Source: an optimization exercise on an open RTL-to-GDS flow (aim: small area, a short achievable clock period and few clock cycles per item). Production flows keep margins and buffers that such runs may drop.
The RTL was checked by simulation tests, not by an equivalence proof against the original design.

## run 1
// INV
module INV #(
    parameter DATA_W    = 32,
    parameter INT_BITS  = 8,
    parameter FRAC_BITS = 24,
    parameter N_ITER    = 3
)(
    input  wire                 clk,
    input  wire                 rstn,
    input  wire                 start,
    input  wire [DATA_W-1:0]    dd,      
    output wire [DATA_W-1:0]    q,       
    output reg                  done
);
Size: about 2700 cells after synthesis, roughly 85 flip-flops, roughly 68 I/O pins, about 25000 µm² of cells after synthesis.
Settings: LEC_CHECK=0, CAP_MARGIN=20, CORE_MARGIN=2, CORE_UTILIZATION=40, SLEW_MARGIN=20, SYNTH_HIERARCHICAL=1, SYNTH_MINIMUM_KEEP_SIZE=0, SETUP_SLACK_MARGIN=5.6; clock period 12.0 ns.
standard.sh (not shown) runs the stock make flow with config.mk's settings and CLKGATE_MAP_FILE= SYNTH_SCRIPT=/design/flow/synth_recipe.tcl, a recipe that flattens the netlist after the stock synthesis.
==> flow/flow/run.sh <==
#!/bin/bash
set -euo pipefail
cat >> config.mk <<'EOC'
export SETUP_SLACK_MARGIN = 5.6
EOC
bash standard.sh > standard_flow.log 2>&1
No stage failed in run 1, and the final checks on the layout all came back clean.
Testbench counts of run 1, summed over its fixed seeds: cycles 9,600, items 1,600.
Input-level comparison between run 2 and run 1:
Settings: SETUP_SLACK_MARGIN: 5.6 -> 5; ABC_AREA: unset -> 1.
==> flow/run.sh (new file) <==
#!/bin/bash
# synth_recipe.tcl (not shown) runs the flow's synth.tcl, then flattens the netlist and writes it again
# the make line also repeats each setting of config.mk as NAME=value (left out here)
make -C /OpenROAD-flow-scripts/flow DESIGN_CONFIG=/design/flow/config.mk WORK_HOME=/design/flow/orfs CLKGATE_MAP_FILE= SYNTH_SCRIPT=/design/flow/synth_recipe.tcl finish
removed: flow/flow/run.sh
removed: flow/standard.sh
==> comparison <==
In summary, run 2 completed successfully, with a layout that passed the timing, DRC and antenna checks.
Utilization, run 2 and run 1: smaller value in run 2
Wire length reported by the detailed router: run 2 worse than run 1
Relative max-transition margin, run 2 and run 1: lower on run 2

* * *

build 67:
Starting RTL as in the previous note.
## INV
module INV #(
    parameter DATA_W    = 32,
    parameter INT_BITS  = 8,
    parameter FRAC_BITS = 24,
    parameter N_ITER    = 3
)(
    input  wire                 clk,
    input  wire                 rstn,
    input  wire                 start,
    input  wire [DATA_W-1:0]    dd,      
    output wire [DATA_W-1:0]    q,       
    output reg                  done
);
    localparam [31:0] TWO = 32'h0200_0000;
    localparam [31:0] ONE = 32'h0100_0000;
    reg [2:0]  ph;      
    reg [31:0] a;       
    reg [15:0] b_one, b_two, b_neg;    
    reg        tstep;   
    wire [31:0] nb   = (ph == 3'd0) | (ph == 3'd2) ? dd :
                       (ph == 3'd4) | (ph == 3'd5) ? ONE : a;
    wire        nneg = (ph == 3'd0) | (ph == 3'd2);
    wire [32:0] nbw  = {nb, 1'b0};
    wire [15:0] e_one, e_two, e_neg;
    genvar k;
    generate for (k = 0; k < 16; k = k + 1) begin : enc
        assign e_one[k] = nbw[2*k+1] ^ nbw[2*k];
        assign e_two[k] = (nbw[2*k+2] & ~nbw[2*k+1] & ~nbw[2*k]) |
                          (~nbw[2*k+2] & nbw[2*k+1] & nbw[2*k]);
        assign e_neg[k] = nbw[2*k+2] ^ nneg;
    end endgenerate
    wire m1 = ((b_one[0] & a[0]) | (b_two[0] & 1'b0)) ^ b_neg[0];
    wire m2 = ((b_one[0] & a[1]) | (b_two[0] & a[0])) ^ b_neg[0];
    wire m3 = ((b_one[0] & a[2]) | (b_two[0] & a[1])) ^ b_neg[0];
    wire m4 = ((b_one[0] & a[3]) | (b_two[0] & a[2])) ^ b_neg[0];
    wire m5 = ((b_one[0] & a[4]) | (b_two[0] & a[3])) ^ b_neg[0];
    wire m6 = ((b_one[0] & a[5]) | (b_two[0] & a[4])) ^ b_neg[0];
    wire m7 = ((b_one[0] & a[6]) | (b_two[0] & a[5])) ^ b_neg[0];
    wire m8 = ((b_one[0] & a[7]) | (b_two[0] & a[6])) ^ b_neg[0];
    wire m9 = ((b_one[0] & a[8]) | (b_two[0] & a[7])) ^ b_neg[0];
    wire m10 = ((b_one[0] & a[9]) | (b_two[0] & a[8])) ^ b_neg[0];
    wire m11 = ((b_one[0] & a[10]) | (b_two[0] & a[9])) ^ b_neg[0];
    wire m12 = ((b_one[0] & a[11]) | (b_two[0] & a[10])) ^ b_neg[0];
    wire m13 = ((b_one[0] & a[12]) | (b_two[0] & a[11])) ^ b_neg[0];
    wire m14 = ((b_one[0] & a[13]) | (b_two[0] & a[12])) ^ b_neg[0];
    wire m15 = ((b_one[0] & a[14]) | (b_two[0] & a[13])) ^ b_neg[0];
    wire m16 = ((b_one[0] & a[15]) | (b_two[0] & a[14])) ^ b_neg[0];
    wire m17 = ((b_one[0] & a[16]) | (b_two[0] & a[15])) ^ b_neg[0];
    wire m18 = ((b_one[0] & a[17]) | (b_two[0] & a[16])) ^ b_neg[0];
  ...
Settings: LEC_CHECK=0, CAP_MARGIN=20, CORE_MARGIN=2, CORE_UTILIZATION=30, SETUP_SLACK_MARGIN=5, SLEW_MARGIN=20, SYNTH_HIERARCHICAL=1, SYNTH_MINIMUM_KEEP_SIZE=0; clock period 12.0 ns.
run.sh (not shown) runs the stock make flow with config.mk's settings and CLKGATE_MAP_FILE= SYNTH_SCRIPT=/design/flow/synth_recipe.tcl, a recipe that flattens the netlist after the stock synthesis.
Stock flow here: none of the scripts above is used.
Testbench counts of build 67, summed over its fixed seeds: cycles 9,600, items 1,600.
### build 67 -> build 32
==> flow/flow/run.sh (new file) <==
#!/bin/bash
set -euo pipefail
cat >> config.mk <<'EOC'
export SETUP_SLACK_MARGIN = 6.0
EOC
bash standard.sh > standard_flow.log 2>&1
==> flow/standard.sh (new file) <==
#!/bin/bash
# synth_recipe.tcl (not shown) runs the flow's synth.tcl, then flattens the netlist and writes it again
# the make line also repeats each setting of config.mk as NAME=value (left out here)
make -C /OpenROAD-flow-scripts/flow DESIGN_CONFIG=/design/flow/config.mk WORK_HOME=/design/flow/orfs CLKGATE_MAP_FILE= SYNTH_SCRIPT=/design/flow/synth_recipe.tcl "${@:-finish}"
==> flow/config.mk <==
export PLATFORM = sky130hd
export DESIGN_NAME = INV
export DESIGN_NICKNAME = INV
export VERILOG_FILES = /design/flow/design.v
export SDC_FILE = /design/flow/constraint.sdc
export NUM_CORES = 4
export LEC_CHECK = 0
export ABC_AREA = 1
export CAP_MARGIN = 20
export CORE_MARGIN = 2
export CORE_UTILIZATION = 40
export SLEW_MARGIN = 20
export SYNTH_HIERARCHICAL = 1
export SYNTH_MINIMUM_KEEP_SIZE = 0
export SETUP_SLACK_MARGIN = 6.0
removed: flow/run.sh
## What came out
Build 32 ends up with higher fraction of met1 tracks used by global routing than build 67 does.
Looking at destination of the critical timing path, the a[31] result is from build 67; the a[19] one comes from build 32.
Diff build 67 -> build 32 | cell area after layout | up by more than 10%
In the reports for build 67 and build 32, the smaller DRC marker count from the first detailed-route iteration belongs to build 67.
Taking build 67 over build 32, the non-clock buffer count ratio works out to 0.847.
Delta (build 32 minus build 67): fraction of the core area covered by cells at the end of the flow picked up an extra 13 points, tightest hold margin went up 3.3 ps, number of search-and-repair iterations in the first detailed-routing pass neither gained nor lost much.
The inputs of build 66 differ from those of build 32 as listed below.
==> flow/run.sh (new file) <==
#!/bin/bash
# synth_recipe.tcl (not shown) runs the flow's synth.tcl, then flattens the netlist and writes it again
# the make line also repeats each setting of config.mk as NAME=value (left out here)
make -C /OpenROAD-flow-scripts/flow DESIGN_CONFIG=/design/flow/config.mk WORK_HOME=/design/flow/orfs CLKGATE_MAP_FILE= SYNTH_SCRIPT=/design/flow/synth_recipe.tcl finish
==> flow/config.mk <==
export PLATFORM = sky130hd
export DESIGN_NAME = INV
export DESIGN_NICKNAME = INV
export VERILOG_FILES = /design/flow/design.v
export SDC_FILE = /design/flow/constraint.sdc
export NUM_CORES = 4
export LEC_CHECK = 0
export CAP_MARGIN = 20
export CORE_MARGIN = 2
export CORE_UTILIZATION = 40
export PLACE_DENSITY = 0.7
export SETUP_SLACK_MARGIN = 5
export SLEW_MARGIN = 20
export SYNTH_HIERARCHICAL = 1
export SYNTH_MINIMUM_KEEP_SIZE = 0
removed: flow/flow/run.sh
removed: flow/standard.sh
Notes after the runs:
- Diff build 32..build 66 | first-pass iteration count of the detailed router | unchanged
- On number of buffer and inverter instances along the worst setup path: build 66 sits below build 32.
- Status | build 66 and build 32 | clean
- Changes observed in build 66 relative to build 32: via count went down by 3600, gate count after technology mapping went down by 700.
- Build 66 vs build 32: first-pass GRT wire length down in build 66
- Against build 32, wire length in build 66 fell by more than 10%.
- Build 66 ended up with a lower met1 global-route usage than build 32 did.
- In the tables for build 66 and build 32, delay of the slowest cell on the worst path reads lower with build 32.
- Looking only at post-route met1 wirelength, and setting everything else aside, the lower value of build 66 and build 32 goes to build 66.
Input-level comparison between build 30 and build 66:
-- flow/config.mk --
<<< build 66, line 9
export CORE_MARGIN = 2
export CORE_UTILIZATION = 40
export PLACE_DENSITY = 0.7
export SETUP_SLACK_MARGIN = 5
export SLEW_MARGIN = 20
>>> build 30, line 9
export CORE_MARGIN = 2
export CORE_UTILIZATION = 40
export SETUP_SLACK_MARGIN = 5
export SLEW_MARGIN = 20
## What came out
Build 30 against build 66: number of instances in the placed design level.
Diff build 66..build 30 | core utilization | negligible
Of the two values seen for highest signal layer in the routed design, met5 was produced by build 66 and met4 by build 30.
Taking build 66 as the reference, in build 30 count of buffers not belonging to the clock network in the layout shrank by 2, critical path depth higher.
[inputs] build 48 vs build 30
==> flow/flow/run.sh (new file) <==
#!/bin/bash
set -euo pipefail
cat >> config.mk <<'EOC'
export SETUP_SLACK_MARGIN = 5.3
EOC
bash standard.sh > standard_flow.log 2>&1
==> flow/standard.sh (new file) <==
#!/bin/bash
# synth_recipe.tcl (not shown) runs the flow's synth.tcl, then flattens the netlist and writes it again
# the make line also repeats each setting of config.mk as NAME=value (left out here)
make -C /OpenROAD-flow-scripts/flow DESIGN_CONFIG=/design/flow/config.mk WORK_HOME=/design/flow/orfs CLKGATE_MAP_FILE= SYNTH_SCRIPT=/design/flow/synth_recipe.tcl "${@:-finish}"
-- flow/config.mk --
<<< build 30, line 9
export CORE_MARGIN = 2
export CORE_UTILIZATION = 40
export SETUP_SLACK_MARGIN = 5
export SLEW_MARGIN = 20
export SYNTH_HIERARCHICAL = 1
export SYNTH_MINIMUM_KEEP_SIZE = 0
>>> build 48, line 9
export CORE_MARGIN = 2
export CORE_UTILIZATION = 40
export SLEW_MARGIN = 20
export SYNTH_HIERARCHICAL = 1
export SYNTH_MINIMUM_KEEP_SIZE = 0
export SETUP_SLACK_MARGIN = 5.3
removed: flow/run.sh
The lower routed wire length came out of build 30.
Build 48 ended with less shortest clock period the worst path allows after layout than build 30.
Across both runs, final worst-path setup slack was higher for build 48 than for build 30.

[port drivers added, routing unchanged]
The results above use ideal ports. As a check the final layouts listed here were re-extracted and re-timed, cells and wires unchanged. Step 1 assumes that a clkbuf_16 drives the clock port and a buf_2 every other input. Step 2, shift: input delay + t, output delay - t, t = (earliest + latest rising clock arrival at the registers) / 2. This alone moves slack from input paths to output paths. Three values: ideal ports, drivers, drivers and shift; two values: the first two.
run	t, ns	slack for setup (ns)	hold slack, ns	worst setup path after step 2	clock arrival spread, ns
run 1	0.394	5.714 / 5.714 / 5.714	0.571 / 0.571 / 0.571	register to register	0.016 / 0.016
run 2	0.409	5.231 / 5.231 / 5.231	0.517 / 0.517 / 0.517	register to register	0.016 / 0.015
build 67	0.394	5.179 / 5.179 / 5.179	0.514 / 0.514 / 0.514	register to register	0.013 / 0.012
build 32	0.413	6.007 / 6.007 / 6.007	0.517 / 0.517 / 0.517	register to register	0.015 / 0.015
build 66	0.396	5.144 / 5.144 / 5.144	0.487 / 0.487 / 0.487	register to register	0.009 / 0.009
build 30	0.398	5.183 / 5.183 / 5.183	0.571 / 0.571 / 0.571	register to register	0.017 / 0.017
build 48	0.394	5.470 / 5.470 / 5.470	0.576 / 0.576 / 0.576	register to register	0.015 / 0.014
After both steps every run listed still meets setup and hold.
